Context: an optimization exercise on an open-source flow, tuned for small area. The choices shown serve that exercise and are no tape-out recipe. Only simulation tests tie the RTL to the original design; equivalence was not proved. Power is estimated from default activity; no workload was simulated.

[design/flow/design.v]
package UART_PACKAGE; 
    parameter DATA_WIDTH = 8;
    parameter ADDRESS_WIDTH = 4;
    parameter ALU_FUN_WIDTH = 4;
    typedef enum logic [3:0] {
        OP_ADD     = 4'b0000,   
        OP_SUB     = 4'b0001,   
        OP_MUL     = 4'b0010,   
        OP_DIV     = 4'b0011,   
        OP_AND     = 4'b0100,   
        OP_OR      = 4'b0101,   
        OP_NAND    = 4'b0110,   
        OP_NOR     = 4'b0111,   
        OP_XOR     = 4'b1000,   
        OP_XNOR    = 4'b1001,   
        OP_CMP_EQ  = 4'b1010,   
        OP_CMP_GT  = 4'b1011,   
        OP_SHR     = 4'b1100,   
        OP_SHL     = 4'b1101,   
        OP_NOP     = 4'b1110,   
        OP_INVALID = 4'b1111    
    } opcode_t;
endpackage : UART_PACKAGE 
module ALU (
    input i_CLK,
    input i_RSTn,
    input [3:0] i_ALU_FUN,
    input [7:0] i_A,
    input [7:0] i_B,
    input i_Enable,
    output logic [15:0] o_ALU_OUT,
    output logic o_CF,    
    output logic o_OF,    
    output logic o_EF,    
    output logic o_ZF,    
    output logic o_OUT_VALID
);
    wire [7:0] a = i_A;
    wire [7:0] b = i_B;
    wire [3:0] op = i_ALU_FUN;
    wire       sub = op[0];
    wire [7:0] bx  = b ^ {8{sub}};
    logic [8:0] ac;
    logic [7:0] sum;
    always_comb begin
        ac[0] = sub;
        for (int i = 0; i < 8; i++) begin
            sum[i]  = a[i] ^ bx[i] ^ ac[i];
            ac[i+1] = (a[i] & bx[i]) | (ac[i] & (a[i] ^ bx[i]));
        end
    end
    wire eq   = (a == b);
    wire add_of = (a[7] == bx[7]) & (sum[7] != a[7]);
    logic [15:0] prod;
    logic [7:0]  macc;       
    logic [8:0]  mt;
    logic [8:0]  mc;
    always_comb begin
        prod[0] = a[0] & b[0];
        macc = {1'b0, a[7:1] & {7{b[0]}}};
        for (int j = 1; j < 8; j++) begin
            mc[0] = 1'b0;
            for (int i = 0; i < 8; i++) begin
                mt[i]   = macc[i] ^ (a[i] & b[j]) ^ mc[i];
                mc[i+1] = (macc[i] & (a[i] & b[j])) | (mc[i] & (macc[i] ^ (a[i] & b[j])));
            end
            mt[8] = mc[8];
            prod[j] = mt[0];
            macc = mt[8:1];
        end
        prod[15:8] = macc;
    end
    logic [7:0] quo;
    logic [7:0] rem;
    logic [7:0] dr, dd;
    logic [8:0] dc;
    logic       bhz;
    always_comb begin
        rem = '0;
        for (int k = 7; k >= 0; k--) begin
            dr = {rem[6:0], a[k]};
            bhz = 1'b1;
            for (int i = 8 - k; i < 8; i++) bhz = bhz & ~b[i];
            dc[0] = 1'b1;
            for (int i = 0; i < 8 - k; i++) begin
                dd[i]   = dr[i] ^ ~b[i] ^ dc[i];
                dc[i+1] = (dr[i] & ~b[i]) | (dc[i] & (dr[i] ^ ~b[i]));
            end
            quo[k] = bhz & dc[8-k];
            rem = '0;
            for (int i = 0; i < 8 - k; i++) rem[i] = quo[k] ? dd[i] : dr[i];
        end
    end
    wire bz = (b == 8'd0);
    logic [7:0] lg;
    always_comb begin
        case (op[3:0])
            4'd4:    lg = a & b;
            4'd5:    lg = a | b;
            4'd6:    lg = ~(a & b);
            4'd7:    lg = ~(a | b);
            4'd8:    lg = a ^ b;
            default: lg = ~(a ^ b);
        endcase
    end
    logic [15:0] res;
    logic cf, of, zf, ef;
    always_comb begin
        res = '0; cf = 1'b0; of = 1'b0; zf = 1'b0; ef = eq;
        case (op)
            4'd0, 4'd1: begin
                res[7:0] = sum;
                cf = ac[8] ^ sub;
                of = add_of;
                zf = (sum == 8'd0);
            end
            4'd2: begin
                res = prod;
                of = (prod[15:8] != 8'd0);
                zf = (a == 8'd0) | (b == 8'd0);
            end
            4'd3: begin
                res = {rem | {8{bz}}, quo};
                cf = bz;
                zf = ~ac[8];           
            end
            4'd4, 4'd5, 4'd6, 4'd7, 4'd8, 4'd9: begin
                res[7:0] = lg;
                zf = (lg == 8'd0);
            end
            4'd10: res[0] = eq;
            4'd11: res[0] = ac[8] & ~eq;
            4'd12: begin
                res[7:0] = {1'b0, a[7:1]};
                cf = a[0];
                zf = (a[7:1] == 7'd0);
            end
            4'd13: begin
                res[7:0] = {a[6:0], 1'b0};
                cf = a[7];
                of = a[7] ^ a[6];
                zf = (a[6:0] == 7'd0);
            end
            default: ef = 1'b0;
        endcase
    end
    always_ff @(posedge i_CLK, negedge i_RSTn) begin
        if (!i_RSTn) begin
            o_ALU_OUT   <= '0;
            o_CF        <= 1'b0;
            o_OF        <= 1'b0;
            o_ZF        <= 1'b0;
            o_EF        <= 1'b0;
            o_OUT_VALID <= 1'b0;
        end else if (i_Enable) begin
            o_ALU_OUT   <= res;
            o_CF        <= cf;
            o_OF        <= of;
            o_ZF        <= zf;
            o_EF        <= ef;
            o_OUT_VALID <= ~(op[3] & op[2] & op[1]);
        end else begin
            o_OUT_VALID <= 1'b0;
        end
    end
endmodule
[design/flow/run.sh]
#!/bin/bash
# synth_recipe.tcl (not shown) runs the flow's synth.tcl, then flattens the netlist and writes it again
# the make line also repeats each setting of config.mk as NAME=value (left out here)
make -C /OpenROAD-flow-scripts/flow DESIGN_CONFIG=/design/flow/config.mk WORK_HOME=/design/flow/orfs CLKGATE_MAP_FILE= SYNTH_SCRIPT=/design/flow/synth_recipe.tcl finish
[design/flow/config.mk]
export PLATFORM = sky130hd
export DESIGN_NAME = ALU
export DESIGN_NICKNAME = ALU
export VERILOG_FILES = /design/flow/design.v
export SDC_FILE = /design/flow/constraint.sdc
export NUM_CORES = 4
export LEC_CHECK = 0
export CAP_MARGIN = 20
export CORE_MARGIN = 2
export CORE_UTILIZATION = 40
export SLEW_MARGIN = 20
[design/flow/constraint.sdc]
create_clock -name core_clock -period 15.0 [get_ports {i_CLK}]
set_input_delay 3.0000 -clock core_clock [delete_from_list [all_inputs] [get_ports {i_CLK}]]
set_output_delay 3.0000 -clock core_clock [all_outputs]
set_load 0.01 [all_outputs]
==> flow_summary.ini, run 1 <==
[min_path]
min_to = o_ALU_OUT[7]
whs_path_depth = 1
holdCritStartpoint = o_ALU_OUT[7]
hold_path_class = register to register

[grt]
antenna_found_initial = 2
grt_pass1_vias = 5174
grt_pass1_wl_um = 27900
grtUsageTotal_pct = 24.7
overflow = 0
grt_max_degree = 41

[run_status]
outcome = complete, but fails checks
so_faults = setup timing

[synth]
synth_warnings = 1
ys_ff_latch = 21
synth_edf_count = 0
ys_seq_area_share_pct = 9.76
synth_area_leaders = fa_1, dfrtp_1, ha_1
syn_area_sq_mm = 0.00538
synth_flop_cell = dfrtp_1
synth_most_common_cell = fa_1
synth_cells = 608
avgSynthCellArea_sq_um = 8.85
yosysTopAreaCellShare_pct = 30.9
async_flop_share_pct = 100
synth_cell_types = 75
ys_top_cells_by_count = fa_1, inv_1, nor2_1
synth_top_area_cell = fa_1
syn_nets = 755

[power]
ir_drop_mv = 0.0540
p_leak_uw = 0.00295
p_per_area_mw_per_mm2 = 97.1

[floorplan]
pin_count = 44
initial_core_util_pct = 40.8
dieHeight_um = 120
die_x_um = 120
core_sq_mm = 0.0132
row_count = 42
dieArea_sq_mm = 0.0144

[cells_and_area]
drive_gt1_share_pct = 26.3
seq_area_sq_um = 526
n_fill_cell = 1266
area_growth_pct = 26.7
finalNonFillerCells = 882
fin_nets = 854
multi_input_area_sq_mm = 0.00466
num_antenna_cells = 0

[clock_network]
cts_hold_buf = 0
clk_latency_ps = 250
cts-root-buf = clkbuf_16
path_clk_slew_ps = 60
cts_tree = built
h-tree-depth = 1
cts_buffers = 3
clockBufferDepth = 2
clock_sinks = 21

[worst_setup_path]
ff2ff_setup_slack_ps = 14160
slowest_stage = or4_4
cpPeakStageDelay_ps = 540
critPathMostFrequentCell = fa_2
path_max_fanout = 5
crit_path_end_kind = register
crit_type = input port to register
r2r_start = o_ALU_OUT[5]
required_ps = 15190
cp.arrival_ps = 17220
startpoint_type = input port
r2r_cells = 2
r2r-end = o_ALU_OUT[5]

[sta]
fmax_mhz = 58.7
period_share_pct = 114
hold_slack_ps = 485
period_needed_ps = 17030
layout_setup_ws_ps = -2030
hold_viol_final = 0
relSlewSlack_pct = 35.0
fin_skew_ps = 0
maxSlewViolCount = 0
worstMarginPinSlew_ps = 972
rsz0062_at_grt = yes
setup_violations = 9

[place]
dp_cells = 867
hpwl_um = 13800
io_buffer_count = 43
place_ws_ps = -2870
globalplace.congestion = 0.945

[routing]
via_per_inst = 5.64
routedWlPerCell_um = 19.4
drt_first_pass_iters = 6
ant_nets = 0
drcViolationCount = 0
wl_um = 17100
vias = 4976
drtIter0Drc = 445

[run]
maxCapViolations = 0
==> layout make-up <==
class,count,share of cell area [%]
Multi-Input combinational cell,481,68.3
Sequential cell,21,7.71
Inverter,72,3.98
Clock inverter,1,0.0734
Tap cell,176,3.23
Timing Repair Buffer,128,15.6
Clock buffer,3,1.10
==> kinds of logic after synthesis <==
logic type	after synthesis	synth area share (%)
AND/OR/NAND/NOR	200	19.6
flip-flops	21	9.76
multiplexers	16	3.16
AO/OA/AOI/OAI	127	16.9
adder cells (fa/ha/maj)	124	40.4
XOR/XNOR	14	2.28
buffers and inverters	106	7.83
==> repair_timing <==
item                       CTS  global route
pin swaps                   44            26
setup endpoints to repair    9            10
gates resized for setup     44             7
setup buffers                7             4
==> placed cells by master, fill, tap and decap left out, types with 4 or more instances in the layout <==
cell	instances
a21oi_1	25
nor4_1	4
xor2_1	7
o22ai_1	6
inv_2	8
a211oi_1	6
nor4b_1	4
o2bb2ai_1	6
nor2_1	65
ha_1	40
nand2_1	43
fa_2	28
nor3_1	10
fa_1	55
clkdlybuf4s50_1	35
o21ai_0	10
a31oi_1	11
nor2b_1	7
nor3b_1	5
dfrtp_1	21
mux2i_1	7
xnor2_1	7
buf_6	4
nand3_1	6
mux2_2	5
buf_4	83
a22oi_1	7
nand2b_1	12
a222oi_1	6
inv_1	61
==> worst max path at each step <==
stage / start / to / slack [ps] / depth (start not counted)
2_1_floorplan: i_B[4] / o_ALU_OUT[0] / -2320 / 62
3_3_place_gp: i_A[7] / o_ALU_OUT[14] / -2560 / 58
3_5_place_dp: i_A[7] / o_ALU_OUT[0] / -2870 / 60
4_1_cts: i_B[7] / o_ALU_OUT[0] / -2140 / 58
5_1_grt: i_B[7] / o_ALU_OUT[0] / -2530 / 59
6_report: i_B[7] / o_ALU_OUT[0] / -2030 / 59
==> state kept, by name, summed over array words and instances (netlist names) <==
register,flops
o_ALU_OUT,16
o_CF,1
o_EF,1
o_OF,1
o_OUT_VALID,1
o_ZF,1
==> stage by stage <==
stage	cell area (sq um)	utilization [%]	TNS, ps	power, uW
3_3_place_gp	6580	49.9	-22470	587
6_report	6820	51.7	-17970	662
4_1_cts	6750	51.2	-19010	656
3_5_place_dp	6580	49.9	-25700	590
2_1_floorplan	5550	-	-19580	410
5_1_grt	6820	51.7	-22190	720
==> critical path, delay by kind of cell <==
family | cells | cell delay (ps)
adder cells (fa/ha/maj) | 27 | 8720
AND/OR/NAND/NOR | 13 | 3340
AO/OA/AOI/OAI | 8 | 960
multiplexers | 2 | 670
buffers and inverters | 9 | 510
==> per-layer routing <==
| metal | routed length [um] | track usage, % | vias to the layer above |
|---|---|---|---|
| met1 | 7440 | 33.5 | 2468 |
| met5 | 23 | 0 | - |
| met4 | 463 | 5.59 | 4 |
| met2 | 8110 | 42.4 | 186 |
| li1 | - | - | 2283 |
| met3 | 1040 | 2.71 | 35 |
==> power breakdown <==
| part | leakage [uW] | internal [uW] | total [uW] | switching (uW) |
|---|---|---|---|---|
| clock | 0.0000409 | 35.8 | 55.5 | 19.7 |
| sequential | 0.000267 | 64.6 | 69.3 | 4.63 |
| combinational | 0.00264 | 250 | 538 | 287 |
| total | 0.00295 | 351 | 662 | 312 |
==> inputs of run 2 (changes only) <==
--- a/design/flow/design.v
+++ b/design/flow/design.v
@@ -71,25 +71,32 @@
         prod[15:8] = macc;
     end
-    logic [7:0] quo;
-    logic [7:0] rem;
-    logic [7:0] dr, dd;
-    logic [8:0] dc;
-    logic       bhz;
-    always_comb begin
-        rem = '0;
-        for (int k = 7; k >= 0; k--) begin
-            dr = {rem[6:0], a[k]};
-            bhz = 1'b1;
-            for (int i = 8 - k; i < 8; i++) bhz = bhz & ~b[i];
-            dc[0] = 1'b1;
-            for (int i = 0; i < 8 - k; i++) begin
-                dd[i]   = dr[i] ^ ~b[i] ^ dc[i];
-                dc[i+1] = (dr[i] & ~b[i]) | (dc[i] & (dr[i] ^ ~b[i]));
-            end
-            quo[k] = bhz & dc[8-k];
-            rem = '0;
-            for (int i = 0; i < 8 - k; i++) rem[i] = quo[k] ? dd[i] : dr[i];
+    wire [7:0] quo;
+    wire [7:0] rm [0:8];
+    assign rm[8] = 8'd0;
+    genvar k;
+    generate for (k = 7; k >= 0; k--) begin : st
+        localparam int W = 8 - k;
+        wire [W-1:0] r;
+        if (W == 1) begin : w1
+            assign r = a[k];
+        end else begin : wn
+            assign r = {rm[k+1][W-2:0], a[k]};
         end
-    end
+        wire [W:0] d = {1'b0, r} - {1'b0, b[W-1:0]};
+        wire bhz;
+        if (W == 8) begin : h8
+            assign bhz = 1'b1;
+        end else begin : hn
+            assign bhz = (b[7:W] == 0);
+        end
+        assign quo[k] = bhz & ~d[W];
+        wire [W-1:0] rn = quo[k] ? d[W-1:0] : r;
+        if (W == 8) begin : z8
+            assign rm[k] = rn;
+        end else begin : zn
+            assign rm[k] = {{(8-W){1'b0}}, rn};
+        end
+    end endgenerate
+    wire [7:0] rem = rm[0];
     wire bz = (b == 8'd0);
     logic [7:0] lg;
--- a/design/flow/config.mk
+++ b/design/flow/config.mk
@@ -6,4 +6,5 @@
 export NUM_CORES = 4
 export LEC_CHECK = 0
+export ABC_AREA = 1
 export CAP_MARGIN = 20
 export CORE_MARGIN = 2
==> flow_summary.ini, run 2 <==
[grt]
grt_max_degree = 25
grtUsageTotal_pct = 23.1
overflow = 0
antenna_found_initial = 0
grt_pass1_vias = 5252
grt_pass1_wl_um = 27400

[power]
p_leak_uw = 0.00338
pwr-share-comb_pct = 80.6
power.internal_uw = 327
clkPwrFrac_pct = 8.5
p_sw_uw = 318
seqPwrFrac_pct = 10.9
switching_share_pct = 49.3
ir_drop_mv = 0.0647
p_per_area_mw_per_mm2 = 101

[worst_setup_path]
critPathMostFrequentCell = fa_1
slowest_stage = clkdlybuf4s50_1
path_max_fanout = 11
required_ps = 15140
cp.arrival_ps = 13490
cpPeakStageDelay_ps = 830
r2r-end = o_ALU_OUT[8]
ff2ff_setup_slack_ps = 14300
crit_type = input port to register
r2r_start = o_ALU_OUT[8]
r2r_cells = 2
crit_path_end_kind = register
startpoint_type = input port

[clock_network]
clk_latency_ps = 250
cts_tree = built
cts_hold_buf = 0
cts_setup_buffers = 0
clock_sinks = 21
cts_buffers = 3
h-tree-depth = 1
cts-root-buf = clkbuf_16
path_clk_slew_ps = 50
cts_resized = 0
clockBufferDepth = 2

[cells_and_area]
num_antenna_cells = 0
drive_gt1_share_pct = 5.53
largest_reg_flops = 16
final_cell_mix = nand2_1, inv_1, ha_1
fin_nets = 968
multi_input_area_sq_mm = 0.00453
n_fill_cell = 1436
seq_area_sq_um = 526
layout_commonest_cell = nand2_1
area_growth_pct = 11.3
top_register = o_ALU_OUT

[floorplan]
core_sq_mm = 0.0139
dieArea_sq_mm = 0.0153
dieHeight_um = 124
initial_core_util_pct = 41.1
pin_count = 44
row_count = 43
die_x_um = 124

[synth]
yosysTopAreaCellShare_pct = 21.7
synth_most_common_cell = nand2_1
ys_top_cells_by_count = nand2_1, inv_1, ha_1
synth_top_area_cell = fa_1
synth_cells = 784
synth_area_leaders = fa_1, ha_1, nand2_1
synth_flop_cell = dfrtp_1
avgSynthCellArea_sq_um = 7.30
syn_area_sq_mm = 0.00573
synth_warnings = 1
syn_nets = 937
ys_seq_area_share_pct = 9.18
synth_edf_count = 0
async_flop_share_pct = 100
ys_ff_latch = 21
synth_cell_types = 47

[sta]
period_share_pct = 89.0
maxSlewViolCount = 0
fin_skew_ps = 0
hold_slack_ps = 478
hold_viol_final = 0
worstMarginPinSlew_ps = 945
fmax_mhz = 74.9
relSlewSlack_pct = 36.7
period_needed_ps = 13360
rsz0062_at_grt = no
setup_violations = 0
fin_tns_setup_ps = 0

[min_path]
min_to = o_ALU_OUT[6]
whs_path_depth = 2
holdCritStartpoint = o_ALU_OUT[6]
hold_path_class = register to register

[place]
globalplace.congestion = 0.947
hpwl_um = 13800
io_buffer_count = 43

[routing]
drcViolationCount = 0
routedWlPerCell_um = 17.0
ant_nets = 0
drt_first_pass_iters = 5
vias = 5297
via_per_inst = 5.33
wl_um = 16900
drtIter0Drc = 385

[run]
maxCapViolations = 0

[run_status]
outcome = complete, no violations
-- run 2: cell types whose count changed in the layout (fill, tap and decap cells not counted), moves of 28 or more --
cell | previous run | this run
buf_4 | 83 | 6
fa_2 | 28 | 0
ha_1 | 40 | 68
inv_1 | 61 | 139
nand2_1 | 43 | 182
nand3_1 | 6 | 38
-- run 2: how the worst max path moves through the flow --
stage | cells after the start | slack (ps) | start | end
floorplan | 30 | 2620 | i_A[0] | o_OF
global placement | 29 | 1420 | i_B[0] | o_OF
CTS | 29 | 1630 | i_B[0] | o_OF
detailed placement | 29 | 1410 | i_B[0] | o_OF
global route | 61 | 810 | i_B[0] | o_ALU_OUT[10]
finish | 29 | 1640 | i_B[0] | o_OF
-- run 2: routing by layer --
metal	routed length [um]	up-vias	GRT usage, %
met2	7660	183	39.0
met1	7770	2483	31.6
met3	912	39	1.88
li1	-	2592	-
met5	0	-	0
met4	543	0	7.10
-- run 2: power groups by stage --
stage / clock (uW) / sequential (uW) / combinational [uW]
final: 54.8 / 70.2 / 520
after global routing: 57.9 / 71.3 / 593
after CTS: 56.1 / 70.3 / 518
after detailed placement: 0 / 71.2 / 516
after global placement: 0 / 70.8 / 523
after floorplan: 0 / 75.3 / 361
-- run 2: cells by family after synthesis --
| kind of cell | after synthesis | share of synthesized area [%] |
|---|---|---|
| DFF | 21 | 9.18 |
| adders and majority gates | 130 | 36.5 |
| AOI/OAI and AO/OA | 130 | 14.1 |
| buffers and inverters | 166 | 11.8 |
| and+or+nand+nor | 312 | 24.6 |
| xor gates and xnor gates | 25 | 3.82 |
-- run 2: layout make-up --
type / instances / share of cell area, %
multi-input cells: 597 / 71.0
inverters: 143 / 8.47
flip-flops and latches: 21 / 8.25
repair buffers: 49 / 7.46
well taps: 180 / 3.54
clock buffers: 4 / 1.24
-- run 2: stage by stage --
step	cells	utilization [%]	instance area [sq um]	power, uW	worst slack, ps
2_1_floorplan	784	-	5730	436	2620
3_3_place_gp	990	45.1	6290	594	1420
3_5_place_dp	990	45.1	6290	587	1410
4_1_cts	994	45.7	6370	645	1630
5_1_grt	994	45.7	6370	723	811
6_report	994	45.7	6370	645	1640
-- run 2: worst max-delay path: cells and delay by family --
family / cells / cell delay [ps]
simple gates: 1 / 50
compound gates: 3 / 560
fa+ha+maj: 21 / 8870
buf+inv: 4 / 980
==> inputs of run 3 (changes only) <==
==> design/flow/flow/run.sh (new file) <==
#!/bin/bash
# Standard ORFS layout, with two changes:
#  * after the standard synthesis, the combinational logic between the
#    registers and adder cells is re-mapped by ABC with an area-oriented
#    script (registers, full/half adders and all names of registers untouched);
#  * ports are buffered with buf_1 instead of the default buffer cell.
set -euo pipefail
W=$(pwd)
R=$W/orfs/results/$FLOW_PLATFORM/ALU/base
YOSYS=$FLOW_HOME/../tools/install/yosys/bin/yosys
[ -x "$YOSYS" ] || YOSYS=yosys

echo "export BUFFER_PORTS_ARGS = -buffer_cell sky130_fd_sc_hd__buf_1" >> config.mk

bash standard.sh synth > synth_standard.log 2>&1
cp $R/1_2_yosys.v $W/synth_standard.v
cp $R/1_synth.sdc $W/synth_standard.sdc 2>/dev/null || true

LIB=$FLOW_HOME/platforms/$FLOW_PLATFORM/lib/sky130_fd_sc_hd__tt_025C_1v80.lib \
IN=$W/synth_standard.v OUT=$W/synth_remap.v SCRIPT=$W/flow/remap.abc \
  $YOSYS -c $W/flow/remap.tcl > remap.log 2>&1

cp $W/synth_remap.v $R/1_2_yosys.v
rm -f $R/1_synth.odb $R/1_synth.sdc
bash standard.sh synth > synth_odb.log 2>&1
bash standard.sh > flow.log 2>&1
==> design/flow/flow/remap.abc (new file) <==
strash
dch
map -a
==> design/flow/flow/remap.tcl (new file) <==
# Re-map the combinational logic of the standard synthesis netlist with ABC.
yosys -import
set lib $::env(LIB)
read_liberty -ignore_miss_func -overwrite $lib
read_verilog $::env(IN)
hierarchy -top ALU
# cells kept as they are: registers, adders, tie cells
foreach c {fa_1 fa_2 fa_4 ha_1 ha_2 ha_4 dfrtp_1 dfrtp_2 dfrtp_4 conb_1} {
  catch { setattr -mod -set keep_hierarchy 1 sky130_fd_sc_hd__$c }
}
flatten
foreach c {fa_1 fa_2 fa_4 ha_1 ha_2 ha_4 dfrtp_1 dfrtp_2 dfrtp_4 conb_1} {
  catch { blackbox sky130_fd_sc_hd__$c }
}
select ALU
opt -purge
set dont_use {}
foreach c {probe_p_8 probec_p_8 lpflow_bleeder_1 lpflow_clkbufkapwr_1 lpflow_clkbufkapwr_16
  lpflow_clkbufkapwr_2 lpflow_clkbufkapwr_4 lpflow_clkbufkapwr_8 lpflow_clkinvkapwr_1
  lpflow_clkinvkapwr_16 lpflow_clkinvkapwr_2 lpflow_clkinvkapwr_4 lpflow_clkinvkapwr_8
  lpflow_decapkapwr_12 lpflow_decapkapwr_3 lpflow_decapkapwr_4 lpflow_decapkapwr_6
  lpflow_decapkapwr_8 lpflow_inputiso0n_1 lpflow_inputiso0p_1 lpflow_inputiso1n_1
  lpflow_inputiso1p_1 lpflow_inputisolatch_1 lpflow_isobufsrc_1 lpflow_isobufsrc_16
  lpflow_isobufsrc_2 lpflow_isobufsrc_4 lpflow_isobufsrc_8 lpflow_isobufsrckapwr_16
  lpflow_lsbuf_lh_hl_isowell_tap_1 lpflow_lsbuf_lh_hl_isowell_tap_2
  lpflow_lsbuf_lh_hl_isowell_tap_4 lpflow_lsbuf_lh_isowell_4 lpflow_lsbuf_lh_isowell_tap_1
  lpflow_lsbuf_lh_isowell_tap_2 lpflow_lsbuf_lh_isowell_tap_4} {
  lappend dont_use -dont_use sky130_fd_sc_hd__$c
}
abc -script $::env(SCRIPT) -liberty $lib {*}$dont_use
splitnets
opt_clean -purge
hilomap -singleton -hicell sky130_fd_sc_hd__conb_1 HI -locell sky130_fd_sc_hd__conb_1 LO
insbuf -buf sky130_fd_sc_hd__buf_4 A X
opt_clean -purge
yosys rename -hide w:*.*
yosys rename -enumerate
read_liberty -lib -overwrite $lib
select ALU
tee -o $::env(OUT).stat stat -liberty $lib
check -assert -mapped
write_verilog -noattr -noexpr -nohex -nodec -selected $::env(OUT)
==> design/flow/standard.sh (new file) <==
#!/bin/bash
# synth_recipe.tcl (not shown) runs the flow's synth.tcl, then flattens the netlist and writes it again
# the make line also repeats each setting of config.mk as NAME=value (left out here)
make -C /OpenROAD-flow-scripts/flow DESIGN_CONFIG=/design/flow/config.mk WORK_HOME=/design/flow/orfs CLKGATE_MAP_FILE= SYNTH_SCRIPT=/design/flow/synth_recipe.tcl "${@:-finish}"
--- a/design/flow/config.mk
+++ b/design/flow/config.mk
@@ -10,3 +10,5 @@
 export CORE_MARGIN = 2
 export CORE_UTILIZATION = 40
+export CTS_BUF_LIST = sky130_fd_sc_hd__clkbuf_4
 export SLEW_MARGIN = 20
+export BUFFER_PORTS_ARGS = -buffer_cell sky130_fd_sc_hd__buf_1
removed: design/flow/run.sh
==> flow_summary.ini, run 3 <==
[synth]
syn_nets = 822
avgSynthCellArea_sq_um = 7.73
syn_area_sq_mm = 0.00517
synth_cells = 669
synth_warnings = 1

[routing]
ant_nets = 0
drcViolationCount = 0
drtIter0Drc = 449
vias = 4890
routedWlPerCell_um = 17.7
via_per_inst = 5.54
drt_first_pass_iters = 5
wl_um = 15600

[power]
ir_drop_mv = 0.0670
p_leak_uw = 0.00233
p_per_area_mw_per_mm2 = 102

[min_path]
holdCritStartpoint = o_EF
hold_path_class = register to register

[sta]
maxSlewViolCount = 0
relSlewSlack_pct = 37.8
period_needed_ps = 13610
fin_skew_ps = 0
hold_slack_ps = 496
layout_setup_ws_ps = 1390
period_share_pct = 90.7
fin_tns_setup_ps = 0
fmax_mhz = 73.5
hold_viol_final = 0
setup_violations = 0
worstMarginPinSlew_ps = 930
rsz0062_at_grt = no

[cells_and_area]
largest_reg_flops = 16
fin_nets = 864
num_antenna_cells = 0
layout_commonest_cell = nor2_1
design_area_sq_mm = 0.00558
drive_gt1_share_pct = 4.51
final_util_pct = 44.2
area_growth_pct = 7.81
final_cell_mix = nor2_1, clkinv_1, nand2_1
top_register = o_ALU_OUT
n_fill_cell = 1295

[place]
globalplace.congestion = 0.967
place_ws_ps = 251
dpl-instance-area_sq_mm = 0.00551
io_buffer_count = 43
hpwl_um = 12800

[worst_setup_path]
cp.arrival_ps = 13790
crit_start = i_B[7]
cpPeakStageDelay_ps = 480
crit_path_end_kind = register
critPathBufInv = 7
startpoint_type = input port
crit_type = input port to register
path_max_fanout = 12
critPathMostFrequentCell = nor2_1
slowest_stage = fa_1
required_ps = 15190
r2r_start = o_ALU_OUT[5]
crit_family = compound AO/OA/AOI/OAI gates

[clock_network]
clk_latency_ps = 290
cts_buffers = 3
cts-root-buf = clkbuf_4
h-tree-depth = 1
cts_setup_buffers = 0
path_clk_slew_ps = 110
cts_hold_buf = 0
clock_sinks = 21
clockBufferDepth = 2
cts_tree = built

[grt]
grtUsageTotal_pct = 22.5
grt_pass1_vias = 4715
grt_max_degree = 22
overflow = 0
antenna_found_initial = 0
grt_pass1_wl_um = 24800

[floorplan]
core_sq_mm = 0.0126
pin_count = 44
dieHeight_um = 118
die_x_um = 118
initial_core_util_pct = 41.0
row_count = 41
dieArea_sq_mm = 0.0139

[run_status]
outcome = complete, no violations

[run]
maxCapViolations = 0
-- run 3: metrics by stage --
step	instances	total power, uW
after floorplan	669	413
after global placement	878	533
after detailed placement	878	537
after CTS	882	567
after global routing	882	625
final	882	569
-- run 3: final timing paths --
check,to,slack (ps),depth (start not counted)
setup / recovery,o_ALU_OUT[12],1390,62
hold / removal,o_EF,500,2
setup reg to reg,o_ALU_OUT[5],14280,2
hold reg to reg,o_EF,500,2
max in group asynchronous,o_OF,12010,1
min in group asynchronous,o_OUT_VALID,2650,1
-- run 3: tightest hold or removal path: stages (launching register included) --
cell	delay [ps]
dfrtp_1	360
nand2_1	50
o21ai_0	50
-- run 3: layout make-up --
class | instances | area (sq um) | share of cell area [%]
Clock buffer | 4 | 30.0 | 0.538
Sequential cell | 21 | 526 | 9.42
Inverter | 97 | 364 | 6.53
Timing Repair Buffer | 53 | 238 | 4.26
Tap cell | 172 | 215 | 3.86
Multi-Input combinational cell | 535 | 4210 | 75.4
-- run 3: per-layer routing --
layer  up-vias  GRT usage [%]  wire, um
li1       2332              -         -
met1      2374           30.8      7020
met2       156           37.5      7160
met3        28           3.34      1030
met4         0           5.50       363
met5         -              0         0
-- run 3: where the power goes --
part           switching, uW  internal [uW]
combinational            272            200
sequential              4.80           65.1
clock                   15.8           12.2
total                    292            277
-- run 3: timing repair --
item                                    in CTS  in global routing
hold endpoints to repair                     0                  0
resized for setup                            0                 11
endpoints found under the setup margin       0                  9
==> inputs of run 4 (changes only) <==
--- a/design/flow/flow/run.sh
+++ b/design/flow/flow/run.sh
@@ -2,6 +2,6 @@
 # Standard ORFS layout, with two changes:
 #  * after the standard synthesis, the combinational logic between the
-#    registers and adder cells is re-mapped by ABC with an area-oriented
-#    script (registers, full/half adders and all names of registers untouched);
+#    registers is re-mapped by ABC with an area-oriented
+#    script (deepsyn, then amap); registers and their names are untouched;
 #  * ports are buffered with buf_1 instead of the default buffer cell.
 set -euo pipefail
==> design/flow/flow/remap.abc (replaced) <==
strash
&get -n
&deepsyn -T 60
&put
dch -f
amap
--- a/design/flow/flow/remap.tcl
+++ b/design/flow/flow/remap.tcl
@@ -6,9 +6,9 @@
 hierarchy -top ALU
 # cells kept as they are: registers, adders, tie cells
-foreach c {fa_1 fa_2 fa_4 ha_1 ha_2 ha_4 dfrtp_1 dfrtp_2 dfrtp_4 conb_1} {
+foreach c {dfrtp_1 dfrtp_2 dfrtp_4 dfxtp_1 dfxtp_2 dfxtp_4 conb_1} {
   catch { setattr -mod -set keep_hierarchy 1 sky130_fd_sc_hd__$c }
 }
 flatten
-foreach c {fa_1 fa_2 fa_4 ha_1 ha_2 ha_4 dfrtp_1 dfrtp_2 dfrtp_4 conb_1} {
+foreach c {dfrtp_1 dfrtp_2 dfrtp_4 dfxtp_1 dfxtp_2 dfxtp_4 conb_1} {
   catch { blackbox sky130_fd_sc_hd__$c }
 }
@@ -32,8 +32,9 @@
 opt_clean -purge
 hilomap -singleton -hicell sky130_fd_sc_hd__conb_1 HI -locell sky130_fd_sc_hd__conb_1 LO
-insbuf -buf sky130_fd_sc_hd__buf_4 A X
 opt_clean -purge
 yosys rename -hide w:*.*
-yosys rename -enumerate
+yosys rename -enumerate -pattern rm_%_
+insbuf -buf sky130_fd_sc_hd__buf_4 A X
+yosys rename -enumerate -pattern rb_%_
 read_liberty -lib -overwrite $lib
 select ALU
--- a/design/flow/config.mk
+++ b/design/flow/config.mk
@@ -9,6 +9,6 @@
 export CAP_MARGIN = 20
 export CORE_MARGIN = 2
-export CORE_UTILIZATION = 40
-export CTS_BUF_LIST = sky130_fd_sc_hd__clkbuf_4
+export CORE_UTILIZATION = 30
+export CTS_BUF_LIST = sky130_fd_sc_hd__clkbuf_8
 export SLEW_MARGIN = 20
 export BUFFER_PORTS_ARGS = -buffer_cell sky130_fd_sc_hd__buf_1
==> flow_summary.ini, run 4 <==
[run_status]
outcome = complete, no violations

[sta]
fin_skew_ps = 0
relSlewSlack_pct = 41.1
period_share_pct = 92.6
hold_slack_ps = 483
setup_violations = 0
maxSlewViolCount = 0
fmax_mhz = 72.0
hold_viol_final = 0
period_needed_ps = 13890
worstMarginPinSlew_ps = 881

[routing]
ant_nets = 0
drcViolationCount = 0
vias = 6095
drtIter0Drc = 784
drt_first_pass_iters = 6
wl_um = 17300
routedWlPerCell_um = 16.9
via_per_inst = 5.95

[worst_setup_path]
crit_path_end_kind = register
required_ps = 15210
cp.arrival_ps = 14100
critPathMostFrequentCell = nor2_1
crit_start = i_B[6]
r2r_start = o_ALU_OUT[0]
startpoint_type = input port
path_max_fanout = 8
slowest_stage = o32ai_1
cpPeakStageDelay_ps = 410
crit_type = input port to register

[place]
io_buffer_count = 43
globalplace.congestion = 0.995
hpwl_um = 13000
dp_cells = 1012

[cells_and_area]
layout_commonest_cell = nor2_1
final_cell_mix = nor2_1, o21ai_0, nand2_1
finalNonFillerCells = 1024
num_antenna_cells = 0
area_growth_pct = 14.7
n_fill_cell = 1588
fin_nets = 864
top_register = o_ALU_OUT
drive_gt1_share_pct = 6.79
largest_reg_flops = 16

[grt]
grt_pass1_wl_um = 27200
grt_max_degree = 28
antenna_found_initial = 0
grt_pass1_vias = 5287
grtUsageTotal_pct = 21.3
overflow = 0

[clock_network]
h-tree-depth = 1
clk_latency_ps = 260
cts_hold_buf = 0
path_clk_slew_ps = 80
cts_tree = built
cts_buffers = 3
cts-root-buf = clkbuf_8
clockBufferDepth = 2
clock_sinks = 21

[floorplan]
dieHeight_um = 125
dieArea_sq_mm = 0.0155
initial_core_util_pct = 30.3
row_count = 44
die_x_um = 125
pin_count = 44
core_sq_mm = 0.0144

[power]
power.internal_uw = 186
p_sw_uw = 232
p_total_uw = 418
ir_drop_mv = 0.0286
pwr-share-comb_pct = 74.2
clkPwrFrac_pct = 9.6
seqPwrFrac_pct = 16.2
p_leak_uw = 0.00175
switching_share_pct = 55.5
p_per_area_mw_per_mm2 = 83.6

[synth]
syn_nets = 805
syn_area_sq_mm = 0.00436
synth_cells = 782
synth_warnings = 1
avgSynthCellArea_sq_um = 5.57

[min_path]
hold_path_class = register to register
holdCritStartpoint = o_ALU_OUT[1]

[run]
maxCapViolations = 0
-- run 4: power groups by stage --
stage	clock network [uW]	registers (uW)	logic, uW
after floorplan	0	68.2	227
after global placement	0	68.8	291
after detailed placement	0	68.9	294
after CTS	41.0	67.8	295
after global routing	42.8	68.6	352
final	40.2	67.7	310
-- run 4: final timing paths --
kind	endpoint	slack (ps)	depth (start not counted)
worst max-delay path	o_ALU_OUT[14]	1110	74
worst min-delay path	o_ALU_OUT[1]	480	1
worst max register to register	o_ALU_OUT[0]	14270	1
worst min register to register	o_ALU_OUT[1]	480	1
max in group asynchronous	o_ALU_OUT[4]	12100	2
min in group asynchronous	o_ALU_OUT[5]	2670	2
-- run 4: through the flow --
step / setup WS (ps) / setup TNS [ps] / util [%] / area [sq um]
floorplan: 1760 / 0 / - / 4360
global placement: 571 / 0 / 33.2 / 4770
detailed placement: 17.4 / 0 / 33.2 / 4770
CTS: 217 / 0 / 33.5 / 4820
global route: -181 / -649 / 34.8 / 5000
finish: 1110 / 0 / 34.8 / 5000
-- run 4: critical path, delay by kind of cell --
family,cells,cell delay [ps]
AOI/OAI and AO/OA,29,5330
and+or+nand+nor,38,4880
buffers and inverters,7,840
-- run 4: area by class of cell --
| class | instances | area (sq um) | area share (%) |
|---|---|---|---|
| clock buffers | 3 | 41.3 | 0.826 |
| multi-input cells | 689 | 3620 | 72.4 |
| flip-flops and latches | 21 | 526 | 10.5 |
| well taps | 184 | 230 | 4.60 |
| inverters | 56 | 214 | 4.28 |
| repair buffers | 70 | 364 | 7.28 |
| clock inverters | 1 | 5.00 | 0.100 |
-- run 4: timing repair --
action / CTS / global route
setup endpoints to repair: 0 / 10
buffers inserted: 0 / 8
hold endpoints to repair: 0 / 0
gates resized for setup: 0 / 32
-- run 4: layer usage --
| metal | global-route usage (%) | vias up | wire (um) |
|---|---|---|---|
| met3 | 2.53 | 46 | 1660 |
| met5 | 0 | - | 0 |
| met1 | 29.1 | 2742 | 7270 |
| met2 | 34.6 | 320 | 7800 |
| li1 | - | 2987 | - |
| met4 | 7.53 | 0 | 545 |
==> inputs of run 5 (changes only) <==
--- a/design/flow/config.mk
+++ b/design/flow/config.mk
@@ -11,4 +11,5 @@
 export CORE_UTILIZATION = 30
 export CTS_BUF_LIST = sky130_fd_sc_hd__clkbuf_8
+export GPL_TIMING_DRIVEN = 0
 export SLEW_MARGIN = 20
 export BUFFER_PORTS_ARGS = -buffer_cell sky130_fd_sc_hd__buf_1
==> flow_summary.ini, run 5 <==
[clock_network]
clk_latency_ps = 270
cts-root-buf = clkbuf_8
cts_buffers = 3
cts_tree = built
clock_sinks = 21
h-tree-depth = 1
clockBufferDepth = 2
path_clk_slew_ps = 70

[sta]
fmax_mhz = 69.2
relSlewSlack_pct = 36.7
setup_violations = 0
maxSlewViolCount = 0
fin_skew_ps = 0
hold_viol_final = 0
worstMarginPinSlew_ps = 950
period_needed_ps = 14450
period_share_pct = 96.4

[cells_and_area]
drive_gt1_share_pct = 9.30
final_util_pct = 35.2
final_cell_mix = nor2_1, o21ai_0, nand2_1
multi_input_area_sq_mm = 0.00367
n_fill_cell = 1589
finalNonFillerCells = 1023
fin_nets = 863
num_antenna_cells = 0
layout_commonest_cell = nor2_1
largest_reg_flops = 16
area_growth_pct = 16.2
seq_area_sq_um = 526
top_register = o_ALU_OUT

[routing]
vias = 5903
ant_nets = 0
wl_um = 16700
drcViolationCount = 0
via_per_inst = 5.77
routedWlPerCell_um = 16.4
drtIter0Drc = 600
drt_first_pass_iters = 5

[synth]
synth_cells = 782
syn_area_sq_mm = 0.00436
syn_nets = 805
synth_warnings = 1
avgSynthCellArea_sq_um = 5.57

[min_path]
hold_path_class = register to register

[grt]
grtUsageTotal_pct = 20.2
globalRouteMet2Util_pct = 34.3
grt_pass1_wl_um = 26200
grt_use_met3_pct = 3.26
use_met1_pct = 26.6
overflow = 0
antenna_found_initial = 0
grt_pass1_vias = 5214
top_usage_layer = met2
grt_max_degree = 28

[worst_setup_path]
crit_path_end_kind = register
startpoint_type = input port
cp.arrival_ps = 14650
path_max_fanout = 11
cpPeakStageDelay_ps = 380
slowest_stage = a221oi_2
critPathMostFrequentCell = nor2_1
ff2ff_setup_slack_ps = 14300
crit_type = input port to register
required_ps = 15200

[run]
maxCapViolations = 0

[floorplan]
initial_core_util_pct = 30.3
dieHeight_um = 125
pin_count = 44
dieArea_sq_mm = 0.0155
die_x_um = 125
core_sq_mm = 0.0144
row_count = 44

[power]
ir_drop_mv = 0.0359
p_leak_uw = 0.00179
p_per_area_mw_per_mm2 = 83.2

[place]
io_buffer_count = 43
globalplace.congestion = 1.06
dp_cells = 1009
hpwl_um = 12400

[run_status]
outcome = complete, no violations
[run 5: where the power goes]
group,switching [uW],internal (uW)
Combinational,206,109
Sequential,4.06,63.5
Clock,20.0,18.5
Total,230,191
[run 5: layout make-up]
class	instances	area share (%)
Inverter	56	4.52
Tap cell	184	4.55
Timing Repair Buffer	53	4.79
Clock inverter	1	0.0988
Clock buffer	3	0.815
Multi-Input combinational cell	689	72.5
Sequential cell	21	10.4
Buffer	16	2.37
[run 5: path summary, 6_finish.rpt]
| check | to | depth (start not counted) | start |
|---|---|---|---|
| min in group asynchronous | o_ALU_OUT[12] | 1 | i_RSTn |
| hold / removal | o_ALU_OUT[5] | 1 | o_ALU_OUT[5] |
| setup reg to reg | o_ALU_OUT[0] | 1 | o_ALU_OUT[0] |
| setup / recovery | o_ALU_OUT[9] | 76 | i_B[7] |
| hold reg to reg | o_ALU_OUT[5] | 1 | o_ALU_OUT[5] |
| max in group asynchronous | o_OF | 1 | i_RSTn |
[run 5: through the flow]
step / hold slack (ps) / cell area, sq um / TNS (ps) / worst slack, ps / total power, uW
after CTS: 486 / 4830 / 0 / 73.0 / 406
after global routing: 506 / 5060 / -2190 / -329 / 466
after floorplan: 452 / 4360 / 0 / 1760 / 295
after global placement: 464 / 4750 / -8160 / -1070 / 358
after detailed placement: 468 / 4750 / -10780 / -1350 / 364
final: 481 / 5060 / 0 / 547 / 421
[run 5: worst max-delay path, delay by kind of cell]
kind	cells	cell delay, ps
AND/OR/NAND/NOR	40	5270
buffers and inverters	7	1040
AO/OA/AOI/OAI	29	5330
[run 5: routing by layer]
layer	wire, um	share of wire, %	up-vias
met5	0	0	-
met3	1290	7.7	26
li1	-	-	2992
met2	7840	47	223
met4	364	2.2	0
met1	7250	43	2662
[run 5: timing repair]
| action | in CTS | in global routing |
|---|---|---|
| pin swaps | 0 | 4 |
| gates resized for setup | 13 | 46 |
| buffers inserted | 0 | 10 |
| endpoints found under the setup margin | 9 | 10 |
| hold buffers | 0 | 0 |
==> inputs of run 6 (changes only) <==
--- a/design/flow/design.v
+++ b/design/flow/design.v
@@ -41,10 +41,25 @@
     wire       sub = op[0];
     wire [7:0] bx  = b ^ {8{sub}};
+    logic [3:0] tt;
+    always_comb begin
+        case (op)
+            4'd4:    tt = 4'b1000;    
+            4'd5:    tt = 4'b1110;    
+            4'd6:    tt = 4'b0111;    
+            4'd7:    tt = 4'b0001;    
+            4'd8:    tt = 4'b0110;    
+            4'd9:    tt = 4'b1001;    
+            4'd0:    tt = 4'b0110;    
+            default: tt = 4'b1001;    
+        endcase
+    end
+    wire arith = (op[3:1] == 3'd0);
     logic [8:0] ac;
-    logic [7:0] sum;
+    logic [7:0] sum, lg;
     always_comb begin
         ac[0] = sub;
         for (int i = 0; i < 8; i++) begin
-            sum[i]  = a[i] ^ bx[i] ^ ac[i];
+            lg[i]   = tt[{a[i], b[i]}];
+            sum[i]  = lg[i] ^ (ac[i] & arith);
             ac[i+1] = (a[i] & bx[i]) | (ac[i] & (a[i] ^ bx[i]));
         end
@@ -100,15 +115,4 @@
     wire [7:0] rem = rm[0];
     wire bz = (b == 8'd0);
-    logic [7:0] lg;
-    always_comb begin
-        case (op[3:0])
-            4'd4:    lg = a & b;
-            4'd5:    lg = a | b;
-            4'd6:    lg = ~(a & b);
-            4'd7:    lg = ~(a | b);
-            4'd8:    lg = a ^ b;
-            default: lg = ~(a ^ b);
-        endcase
-    end
     logic [15:0] res;
     logic cf, of, zf, ef;
@@ -133,6 +137,6 @@
             end
             4'd4, 4'd5, 4'd6, 4'd7, 4'd8, 4'd9: begin
-                res[7:0] = lg;
-                zf = (lg == 8'd0);
+                res[7:0] = sum;
+                zf = (sum == 8'd0);
             end
             4'd10: res[0] = eq;
--- a/design/flow/flow/run.sh
+++ b/design/flow/flow/run.sh
@@ -4,4 +4,6 @@
 #    registers is re-mapped by ABC with an area-oriented
 #    script (deepsyn, then amap); registers and their names are untouched;
+#    an output port's bits are then wired straight to their registers
+#    (fixports.py) instead of through an alias that needs a buffer;
 #  * ports are buffered with buf_1 instead of the default buffer cell.
 set -euo pipefail
@@ -21,5 +23,5 @@
   $YOSYS -c $W/flow/remap.tcl > remap.log 2>&1
 
-cp $W/synth_remap.v $R/1_2_yosys.v
+python3 $W/flow/fixports.py $W/synth_remap.v $R/1_2_yosys.v > fixports.log 2>&1
 rm -f $R/1_synth.odb $R/1_synth.sdc
 bash standard.sh synth > synth_odb.log 2>&1
==> design/flow/flow/fixports.py (new file) <==
"""Replace 'assign port = {w1, w2, ...};' aliases in a flat Verilog netlist by
using the port bits directly, so that no buffer is needed between a register
and its output port. Usage: fixports.py in.v out.v"""
import re, sys
src = open(sys.argv[1]).read()
ports = {}
for m in re.finditer(r'^\s*(input|output)\s+(\[(\d+):(\d+)\]\s+)?(\w+)\s*;', src, re.M):
    ports[m.group(5)] = (m.group(1), int(m.group(3)) if m.group(3) else None, int(m.group(4)) if m.group(4) else None)
subst = {}
def drop(m):
    lhs, rhs = m.group(1).strip(), m.group(2).strip()
    if lhs not in ports or ports[lhs][0] != 'output':
        return m.group(0)
    _, msb, lsb = ports[lhs]
    if rhs.startswith('{'):
        parts = [p.strip() for p in rhs[1:-1].split(',')]
    else:
        parts = [rhs]
    width = 1 if msb is None else msb - lsb + 1
    if len(parts) != width or not all(re.fullmatch(r'[A-Za-z_]\w*', p) for p in parts):
        return m.group(0)
    for k, p in enumerate(parts):
        bit = (msb - k) if msb is not None else None
        if p in ports or p in subst:
            return m.group(0)
        subst[p] = lhs if bit is None else f'{lhs}[{bit}]'
    return ''
out = re.sub(r'^\s*assign\s+(\w+)\s*=\s*([^;]+);\s*$\n', drop, src, flags=re.M)
for w in subst:
    out = re.sub(r'^\s*wire\s+' + re.escape(w) + r'\s*;\s*$\n', '', out, flags=re.M)
if subst:
    pat = re.compile(r'(?<![\w\\$.])(' + '|'.join(map(re.escape, sorted(subst, key=len, reverse=True))) + r')(?![\w\[])')
    out = pat.sub(lambda m: subst[m.group(1)], out)
open(sys.argv[2], 'w').write(out)
print(f'fixports: {len(subst)} port bits connected directly')
--- a/design/flow/flow/remap.tcl
+++ b/design/flow/flow/remap.tcl
@@ -35,6 +35,6 @@
 yosys rename -hide w:*.*
 yosys rename -enumerate -pattern rm_%_
-insbuf -buf sky130_fd_sc_hd__buf_4 A X
-yosys rename -enumerate -pattern rb_%_
+
+
 read_liberty -lib -overwrite $lib
 select ALU
--- a/design/flow/config.mk
+++ b/design/flow/config.mk
@@ -11,5 +11,4 @@
 export CORE_UTILIZATION = 30
 export CTS_BUF_LIST = sky130_fd_sc_hd__clkbuf_8
-export GPL_TIMING_DRIVEN = 0
 export SLEW_MARGIN = 20
 export BUFFER_PORTS_ARGS = -buffer_cell sky130_fd_sc_hd__buf_1
==> flow_summary.ini, run 6 <==
[worst_setup_path]
crit_type = input port to register
crit_path_end_kind = register
slowest_stage = or3_1
cp.arrival_ps = 14320
cpPeakStageDelay_ps = 370
required_ps = 15200
critPathMostFrequentCell = nor2_1
startpoint_type = input port
path_max_fanout = 7

[sta]
period_share_pct = 94.1
relSlewSlack_pct = 31.8
worstMarginPinSlew_ps = 1010
period_needed_ps = 14120
hold_viol_final = 0
maxSlewViolCount = 0
fmax_mhz = 70.8
fin_skew_ps = 0
setup_violations = 0
fin_tns_setup_ps = 0

[power]
seqPwrFrac_pct = 14.5
p_sw_uw = 260
p_per_area_mw_per_mm2 = 97.1
clkPwrFrac_pct = 7.9
ir_drop_mv = 0.0551
p_leak_uw = 0.00173
power.internal_uw = 206
pwr-share-comb_pct = 77.6
switching_share_pct = 55.9

[routing]
via_per_inst = 5.79
routedWlPerCell_um = 15.6
met1_length_um = 6640
drtIter0Drc = 776
wl_met2_um = 6820
drt_first_pass_iters = 6
vias = 5757
wl_um = 15500
ant_nets = 0
drcViolationCount = 0
highest_layer = met4
wl_met3_um = 1700

[clock_network]
clock_sinks = 21
clk_latency_ps = 260
path_clk_slew_ps = 80
clockBufferDepth = 2
cts_buffers = 3
cts_tree = built
h-tree-depth = 1
cts-root-buf = clkbuf_8

[grt]
grt_pass1_vias = 5143
grt_max_degree = 28
grtUsageTotal_pct = 21.0
antenna_found_initial = 0
grt_pass1_wl_um = 25100
overflow = 0

[cells_and_area]
area_growth_pct = 17.5
largest_reg_flops = 16
n_fill_cell = 1474
num_antenna_cells = 0
drive_gt1_share_pct = 6.11
layout_commonest_cell = nor2_1
final_cell_mix = nor2_1, nand2_1, o21ai_0
top_register = o_ALU_OUT
fin_nets = 843
finalNonFillerCells = 995

[place]
hpwl_um = 11900
io_buffer_count = 43
globalplace.congestion = 0.983
dp_cells = 988

[floorplan]
row_count = 42
dieArea_sq_mm = 0.0146
core_sq_mm = 0.0132
die_x_um = 121
dieHeight_um = 121
initial_core_util_pct = 30.8
pin_count = 44

[min_path]
hold_path_class = register to register

[synth]
syn_area_sq_mm = 0.00408
synth_cells = 748
synth_warnings = 1
syn_nets = 771
avgSynthCellArea_sq_um = 5.46

[run_status]
outcome = complete, no violations

[run]
maxCapViolations = 0
-- run 6: worst paths after layout --
kind                       cells past startpoint             to  slack (ps)           from
min in group asynchronous                      2  o_ALU_OUT[13]        2690         i_RSTn
max in group asynchronous                      2   o_ALU_OUT[7]       12100         i_RSTn
hold reg to reg                                1  o_ALU_OUT[15]         480  o_ALU_OUT[15]
hold / removal                                 1  o_ALU_OUT[15]         480  o_ALU_OUT[15]
setup / recovery                              78  o_ALU_OUT[13]         880         i_B[6]
setup reg to reg                               1           o_ZF       14270           o_ZF
-- run 6: timing repair --
item | in CTS | in global routing
buffers inserted | 0 | 3
hold endpoints to repair | 0 | 0
setup endpoints to repair | 0 | 9
resized for setup | 0 | 29
hold buffers | 0 | 0
-- run 6: final cells by class --
cell class                 instances  area, sq um  share of cell area [%]
multi-input combinational        671         3450                    72.0
clock buffer                       3         41.3                   0.860
tap                              176          220                    4.59
sequential                        21          526                    11.0
timing repair buffer              67          342                    7.12
inverter                          56          210                    4.38
clock inverter                     1         5.00                   0.104
-- run 6: power groups by stage --
stage	Combinational [uW]	Clock (uW)	Sequential [uW]
2_1_floorplan	262	0	71.6
3_3_place_gp	342	0	68.6
3_5_place_dp	346	0	68.8
4_1_cts	348	38.5	67.6
5_1_grt	411	40.8	68.3
6_report	362	36.9	67.6
-- run 6: metrics by stage --
step | hold WS (ps) | worst slack, ps | util, % | instance area, sq um | power, uW
floorplan | 516 | 1420 | - | 4080 | 334
global route | 519 | -222 | 36.2 | 4800 | 520
global placement | 464 | 282 | 34.9 | 4620 | 410
detailed placement | 470 | -180 | 34.9 | 4620 | 415
finish | 485 | 880 | 36.2 | 4800 | 466
CTS | 489 | 42.3 | 35.3 | 4670 | 454
-- run 6: metal layers --
| layer | vias to the layer above | GRT usage [%] |
|---|---|---|
| li1 | 2879 | - |
| met1 | 2526 | 29.3 |
| met2 | 313 | 33.8 |
| met3 | 39 | 3.21 |
| met4 | 0 | 5.60 |
| met5 | - | 0 |
-- run 6: worst max-delay path: cells and delay by family --
kind / cells / cell delay [ps]
compound gates: 29 / 4800
buf+inv: 6 / 560
simple gates: 43 / 5920
==> inputs of run 7 (changes only) <==
--- a/design/flow/design.v
+++ b/design/flow/design.v
@@ -39,32 +39,5 @@
     wire [7:0] b = i_B;
     wire [3:0] op = i_ALU_FUN;
-    wire       sub = op[0];
-    wire [7:0] bx  = b ^ {8{sub}};
-    logic [3:0] tt;
-    always_comb begin
-        case (op)
-            4'd4:    tt = 4'b1000;    
-            4'd5:    tt = 4'b1110;    
-            4'd6:    tt = 4'b0111;    
-            4'd7:    tt = 4'b0001;    
-            4'd8:    tt = 4'b0110;    
-            4'd9:    tt = 4'b1001;    
-            4'd0:    tt = 4'b0110;    
-            default: tt = 4'b1001;    
-        endcase
-    end
-    wire arith = (op[3:1] == 3'd0);
-    logic [8:0] ac;
-    logic [7:0] sum, lg;
-    always_comb begin
-        ac[0] = sub;
-        for (int i = 0; i < 8; i++) begin
-            lg[i]   = tt[{a[i], b[i]}];
-            sum[i]  = lg[i] ^ (ac[i] & arith);
-            ac[i+1] = (a[i] & bx[i]) | (ac[i] & (a[i] ^ bx[i]));
-        end
-    end
-    wire eq   = (a == b);
-    wire add_of = (a[7] == bx[7]) & (sum[7] != a[7]);
+    wire eq = (a == b);
     logic [15:0] prod;
     logic [7:0]  macc;       
@@ -87,8 +60,8 @@
     end
     wire [7:0] quo;
-    wire [7:0] rm [0:8];
+    wire [7:0] rm [1:8];
     assign rm[8] = 8'd0;
     genvar k;
-    generate for (k = 7; k >= 0; k--) begin : st
+    generate for (k = 7; k >= 1; k--) begin : st
         localparam int W = 8 - k;
         wire [W-1:0] r;
@@ -99,20 +72,40 @@
         end
         wire [W:0] d = {1'b0, r} - {1'b0, b[W-1:0]};
-        wire bhz;
-        if (W == 8) begin : h8
-            assign bhz = 1'b1;
-        end else begin : hn
-            assign bhz = (b[7:W] == 0);
-        end
+        wire bhz = (b[7:W] == 0);
         assign quo[k] = bhz & ~d[W];
         wire [W-1:0] rn = quo[k] ? d[W-1:0] : r;
-        if (W == 8) begin : z8
-            assign rm[k] = rn;
-        end else begin : zn
-            assign rm[k] = {{(8-W){1'b0}}, rn};
+        assign rm[k] = {{(8-W){1'b0}}, rn};
+    end endgenerate
+    wire       isdiv = (op == 4'd3);
+    wire [7:0] lx  = isdiv ? {rm[1][6:0], a[0]} : a;
+    wire [7:0] ly  = b ^ {8{op[0]}};
+    logic [3:0] tt;
+    always_comb begin
+        case (op)
+            4'd4:    tt = 4'b1000;    
+            4'd5:    tt = 4'b1110;    
+            4'd6:    tt = 4'b0111;    
+            4'd7:    tt = 4'b0001;    
+            4'd8:    tt = 4'b0110;    
+            4'd9:    tt = 4'b1001;    
+            4'd0:    tt = 4'b0110;    
+            default: tt = 4'b1001;    
+        endcase
+    end
+    wire arith = (op[3:2] == 2'd0);
+    logic [8:0] ac;
+    logic [7:0] sum;
+    always_comb begin
+        ac[0] = op[0];
+        for (int i = 0; i < 8; i++) begin
+            sum[i]  = tt[{lx[i], b[i]}] ^ (ac[i] & arith);
+            ac[i+1] = (lx[i] & ly[i]) | (ac[i] & (lx[i] ^ ly[i]));
         end
-    end endgenerate
-    wire [7:0] rem = rm[0];
+    end
+    wire       co  = ac[8];           
+    assign quo[0] = co;
+    wire [7:0] rem = co ? sum : lx;
     wire bz = (b == 8'd0);
+    wire add_of = (a[7] == ly[7]) & (sum[7] != a[7]);
     logic [15:0] res;
     logic cf, of, zf, ef;
@@ -122,5 +115,5 @@
             4'd0, 4'd1: begin
                 res[7:0] = sum;
-                cf = ac[8] ^ sub;
+                cf = co ^ op[0];
                 of = add_of;
                 zf = (sum == 8'd0);
@@ -134,5 +127,5 @@
                 res = {rem | {8{bz}}, quo};
                 cf = bz;
-                zf = ~ac[8];           
+                zf = (quo == 8'd0);
             end
             4'd4, 4'd5, 4'd6, 4'd7, 4'd8, 4'd9: begin
@@ -141,5 +134,5 @@
             end
             4'd10: res[0] = eq;
-            4'd11: res[0] = ac[8] & ~eq;
+            4'd11: res[0] = co & ~eq;
             4'd12: begin
                 res[7:0] = {1'b0, a[7:1]};
==> flow_summary.ini, run 7 <==
[run_status]
outcome = complete, no violations

[sta]
hold_viol_final = 0
worstMarginPinSlew_ps = 1070
fmax_mhz = 72.6
relSlewSlack_pct = 28.4
period_share_pct = 91.8
period_needed_ps = 13770
setup_violations = 0
layout_setup_ws_ps = 1230
fin_skew_ps = 0
maxSlewViolCount = 0

[routing]
routedWlPerCell_um = 15.5
via_per_inst = 5.61
drt_first_pass_iters = 6
wl_um = 15100
vias = 5465
drcViolationCount = 0
drtIter0Drc = 633
ant_nets = 0

[place]
place_ws_ps = 17.2
hpwl_um = 11600
dp_cells = 967
globalplace.congestion = 0.965
io_buffer_count = 43

[floorplan]
pin_count = 44
core_sq_mm = 0.0131
row_count = 42
die_x_um = 119
initial_core_util_pct = 30.3
dieArea_sq_mm = 0.0142
dieHeight_um = 119

[power]
p_per_area_mw_per_mm2 = 102
ir_drop_mv = 0.0479
p_leak_uw = 0.00165
switching_share_pct = 55.8
power.internal_uw = 205
clkPwrFrac_pct = 8.7
p_sw_uw = 260
pwr-share-comb_pct = 76.8
seqPwrFrac_pct = 14.5

[cells_and_area]
drive_gt1_share_pct = 3.88
finalNonFillerCells = 974
num_antenna_cells = 0
layout_commonest_cell = nor2_1
largest_reg_flops = 16
top_register = o_ALU_OUT
fin_nets = 822
area_growth_pct = 15.2
final_cell_mix = nor2_1, nand2_1, o21ai_0
n_fill_cell = 1487

[clock_network]
h-tree-depth = 1
clock_sinks = 21
path_clk_slew_ps = 90
cts-root-buf = clkbuf_8
clk_latency_ps = 270
cts_tree = built
clockBufferDepth = 2
cts_buffers = 3
cts_hold_buf = 0

[grt]
grt_pass1_wl_um = 24400
grtUsageTotal_pct = 20.8
antenna_found_initial = 0
overflow = 0
grt_pass1_vias = 4888
grt_max_degree = 26

[worst_setup_path]
crit_start = i_B[7]
crit_type = input port to register
required_ps = 15140
r2r-end = o_ALU_OUT[1]
cp.arrival_ps = 13920
cpPeakStageDelay_ps = 390
r2r_start = o_ALU_OUT[1]
crit_path_end_kind = register
r2r_cells = 2
ff2ff_setup_slack_ps = 14240
crit_end = o_OF
path_max_fanout = 7
slowest_stage = o21ai_1
startpoint_type = input port
critPathMostFrequentCell = nor2_1

[min_path]
hold_path_class = register to register

[synth]
synth_warnings = 1
syn_nets = 753
syn_area_sq_mm = 0.00397
synth_cells = 730
avgSynthCellArea_sq_um = 5.44

[run]
maxCapViolations = 0
run 7: layer usage:
metal	share of wire, %	track usage [%]	vias to the layer above	wire length [um]
met5	0	0	-	0
met4	3.1	7.51	0	469
met3	7.7	2.01	47	1160
met2	46	35.3	236	6920
met1	43	27.4	2381	6570
li1	-	-	2801	-
run 7: power groups by stage:
| stage | clock, uW | sequential [uW] | combinational [uW] |
|---|---|---|---|
| 6_report | 40.7 | 67.2 | 357 |
| 5_1_grt | 42.4 | 68.0 | 412 |
| 4_1_cts | 41.3 | 67.2 | 350 |
| 3_5_place_dp | 0 | 68.4 | 349 |
| 3_3_place_gp | 0 | 68.1 | 344 |
| 2_1_floorplan | 0 | 71.2 | 271 |
run 7: worst max-delay path, delay by kind of cell:
family | cells | cell delay [ps]
AO/OA/AOI/OAI | 32 | 5990
buffers and inverters | 7 | 970
AND/OR/NAND/NOR | 30 | 3910
run 7: area by class of cell:
class / count / area (sq um) / area share (%)
clock inverters: 1 / 5.00 / 0.109
multi-input cells: 653 / 3250 / 71.0
clock buffers: 3 / 41.3 / 0.902
repair buffers: 64 / 320 / 7.00
inverters: 56 / 214 / 4.67
well taps: 176 / 220 / 4.81
flip-flops and latches: 21 / 526 / 11.5
run 7: worst min-delay path by stage:
stage                  start            end  slack [ps]  cells after the start
2_1_floorplan   o_ALU_OUT[0]   o_ALU_OUT[0]         520                      1
3_3_place_gp    o_ALU_OUT[0]   o_ALU_OUT[0]         460                      1
3_5_place_dp   o_ALU_OUT[15]  o_ALU_OUT[15]         470                      1
4_1_cts         o_ALU_OUT[5]   o_ALU_OUT[5]         490                      1
5_1_grt        o_ALU_OUT[15]  o_ALU_OUT[15]         500                      1
6_report        o_ALU_OUT[0]   o_ALU_OUT[0]         490                      1
run 7: repair_timing:
item,CTS,global route
hold endpoints to repair,0,0
resized for setup,0,13
setup endpoints to repair,0,16
buffers inserted,0,3
run 7: metrics by stage:
step           power, uW  cell area [sq um]  hold WS (ps)  utilization (%)  setup TNS [ps]
3_5_place_dp         417               4490           466             34.3               0
2_1_floorplan        342               3970           516                -               0
6_report             465               4580           485             35.0               0
5_1_grt              523               4580           503             35.0            -244
4_1_cts              459               4530           491             34.7               0
3_3_place_gp         413               4490           464             34.3               0
==> inputs of run 8 (changes only) <==
--- a/design/flow/config.mk
+++ b/design/flow/config.mk
@@ -11,4 +11,5 @@
 export CORE_UTILIZATION = 30
 export CTS_BUF_LIST = sky130_fd_sc_hd__clkbuf_8
+export GPL_TIMING_DRIVEN = 0
 export SLEW_MARGIN = 20
 export BUFFER_PORTS_ARGS = -buffer_cell sky130_fd_sc_hd__buf_1
==> flow_summary.ini, run 8 <==
[run_status]
outcome = complete, no violations

[floorplan]
dieArea_sq_mm = 0.0142
row_count = 42
core_sq_mm = 0.0131
die_x_um = 119
pin_count = 44
initial_core_util_pct = 30.3
dieHeight_um = 119

[clock_network]
cts_tree = built
cts_buffers = 3
path_clk_slew_ps = 90
cts-root-buf = clkbuf_8
clockBufferDepth = 2
h-tree-depth = 1
clk_latency_ps = 270
clock_sinks = 21
cts_hold_buf = 0

[synth]
synth_cells = 730
avgSynthCellArea_sq_um = 5.44
syn_area_sq_mm = 0.00397
synth_warnings = 1
syn_nets = 753

[place]
dpl-instance-area_sq_mm = 0.00435
io_buffer_count = 43
globalplace.congestion = 0.920
hpwl_um = 11000

[min_path]
hold_path_class = register to register

[cells_and_area]
area_growth_pct = 14.5
n_fill_cell = 1485
final_cell_mix = nor2_1, nand2_1, o21ai_0
top_register = o_ALU_OUT
drive_gt1_share_pct = 3.81
layout_commonest_cell = nor2_1
largest_reg_flops = 16
fin_nets = 811
design_area_sq_mm = 0.00455
num_antenna_cells = 0

[run]
maxCapViolations = 0

[sta]
worstMarginPinSlew_ps = 885
relSlewSlack_pct = 40.6
fin_skew_ps = 0
period_share_pct = 91.2
setup_violations = 0
period_needed_ps = 13690
hold_viol_final = 0
fmax_mhz = 73.1
fin_tns_setup_ps = 0
maxSlewViolCount = 0
hold_slack_ps = 488

[worst_setup_path]
cp.arrival_ps = 13840
path_max_fanout = 18
crit_path_end_kind = register
cpPeakStageDelay_ps = 540
slowest_stage = o21ai_0
startpoint_type = input port
required_ps = 15160
critPathMostFrequentCell = nor2_1
crit_type = input port to register

[grt]
antenna_found_initial = 0
grt_pass1_vias = 4843
overflow = 0
grt_max_degree = 26
grtUsageTotal_pct = 20.4
grt_pass1_wl_um = 23900

[routing]
routedWlPerCell_um = 15.0
vias = 5369
via_per_inst = 5.58
ant_nets = 0
drt_first_pass_iters = 6
drcViolationCount = 0
wl_um = 14400
drtIter0Drc = 470

[power]
clkPwrFrac_pct = 8.6
power.internal_uw = 205
pwr-share-comb_pct = 76.8
p_total_uw = 461
p_leak_uw = 0.00162
p_per_area_mw_per_mm2 = 101
seqPwrFrac_pct = 14.6
ir_drop_mv = 0.0461
p_sw_uw = 256
switching_share_pct = 55.6
==> run 8: path summary, 6_finish.rpt <==
check	startpoint	to	slack (ps)	cells past startpoint
max	i_B[0]	o_ALU_OUT[12]	1310	66
min in group asynchronous	i_RSTn	o_ALU_OUT[7]	2680	1
min reg2reg	o_ALU_OUT[3]	o_ALU_OUT[3]	490	1
min	o_ALU_OUT[3]	o_ALU_OUT[3]	490	1
max in group asynchronous	i_RSTn	o_ALU_OUT[1]	11990	1
max reg2reg	o_ALU_OUT[1]	o_ALU_OUT[1]	14300	2
==> run 8: per-stage QoR <==
stage / worst slack (ps) / util [%] / std cells
5_1_grt: -67.0 / 34.7 / 963
4_1_cts: 81.1 / 33.7 / 953
3_3_place_gp: -1340 / 33.3 / 949
6_report: 1310 / 34.7 / 963
3_5_place_dp: -900 / 33.3 / 949
2_1_floorplan: 1960 / - / 730
==> run 8: routing by layer <==
metal / vias to the layer above / routed length [um] / track usage (%)
met4: 0 / 397 / 6.18
met5: - / 0 / 0
met2: 183 / 6650 / 34.3
met1: 2363 / 6560 / 27.0
met3: 34 / 811 / 2.73
li1: 2789 / - / -
==> run 8: timing repair <==
item	CTS	global route
endpoints found under the setup margin	10	18
gates cloned	0	1
gates resized for setup	4	23
setup buffers	0	9
pin swaps	0	2
endpoints found under the hold margin	0	0
==> run 8: area by class of cell <==
cell class / count / area [sq um] / area share (%)
clock inverters: 1 / 5.00 / 0.110
inverters: 56 / 221 / 4.87
repair buffers: 52 / 231 / 5.09
well taps: 176 / 220 / 4.84
clock buffers: 3 / 41.3 / 0.908
multi-input cells: 654 / 3300 / 72.6
flip-flops and latches: 21 / 526 / 11.6
==> run 8: power by group through the flow <==
stage	Sequential (uW)	Clock, uW	Combinational [uW]
after detailed placement	68.5	0	342
final	67.3	39.8	354
after CTS	67.3	41.7	345
after global placement	68.2	0	338
after floorplan	71.2	0	271
after global routing	68.1	43.9	415
==> run 8: worst max-delay path: cells and delay by family <==
family / cells / cell delay (ps)
simple gates: 20 / 2280
compound gates: 38 / 6960
buf+inv: 8 / 1580

[port drivers added, routing unchanged]
How much do the figures lean on ideal ports? The routed layouts below were timed once more, with nothing changed but the port constraints. Step 1: set_driving_cell puts a clkbuf_16 on i_CLK and a buf_2 on each other input, an assumption about the parent block. Step 2, shift: input delay + t, output delay - t, t = (earliest + latest rising clock arrival at the registers) / 2. This alone moves slack from input paths to output paths. Three values: ideal ports, drivers, drivers and shift; two values: the first two.
run	t, ns	setup slack, ns	worst setup path at the end	slew at the worst register clock pin (ns)
run 1	0.276	-2.026 / -2.056 / -2.332	input to register	0.06 / 0.06
run 2	0.275	1.644 / 1.645 / 1.371	input to register	0.05 / 0.05
run 3	0.316	1.395 / 1.397 / 1.081	input to register	0.11 / 0.11
run 4	0.292	1.105 / 1.106 / 0.814	input to register	0.09 / 0.09
run 5	0.290	0.547 / 0.550 / 0.260	input to register	0.09 / 0.09
run 6	0.284	0.880 / 0.886 / 0.602	input to register	0.08 / 0.08
run 7	0.291	1.225 / 1.229 / 0.938	input to register	0.09 / 0.09
run 8	0.290	1.315 / 1.310 / 1.020	input to register	0.09 / 0.09
For run 3, which loses most, drivers alone change the setup slack by +0.002 ns; drivers and shift together by -0.314 ns.
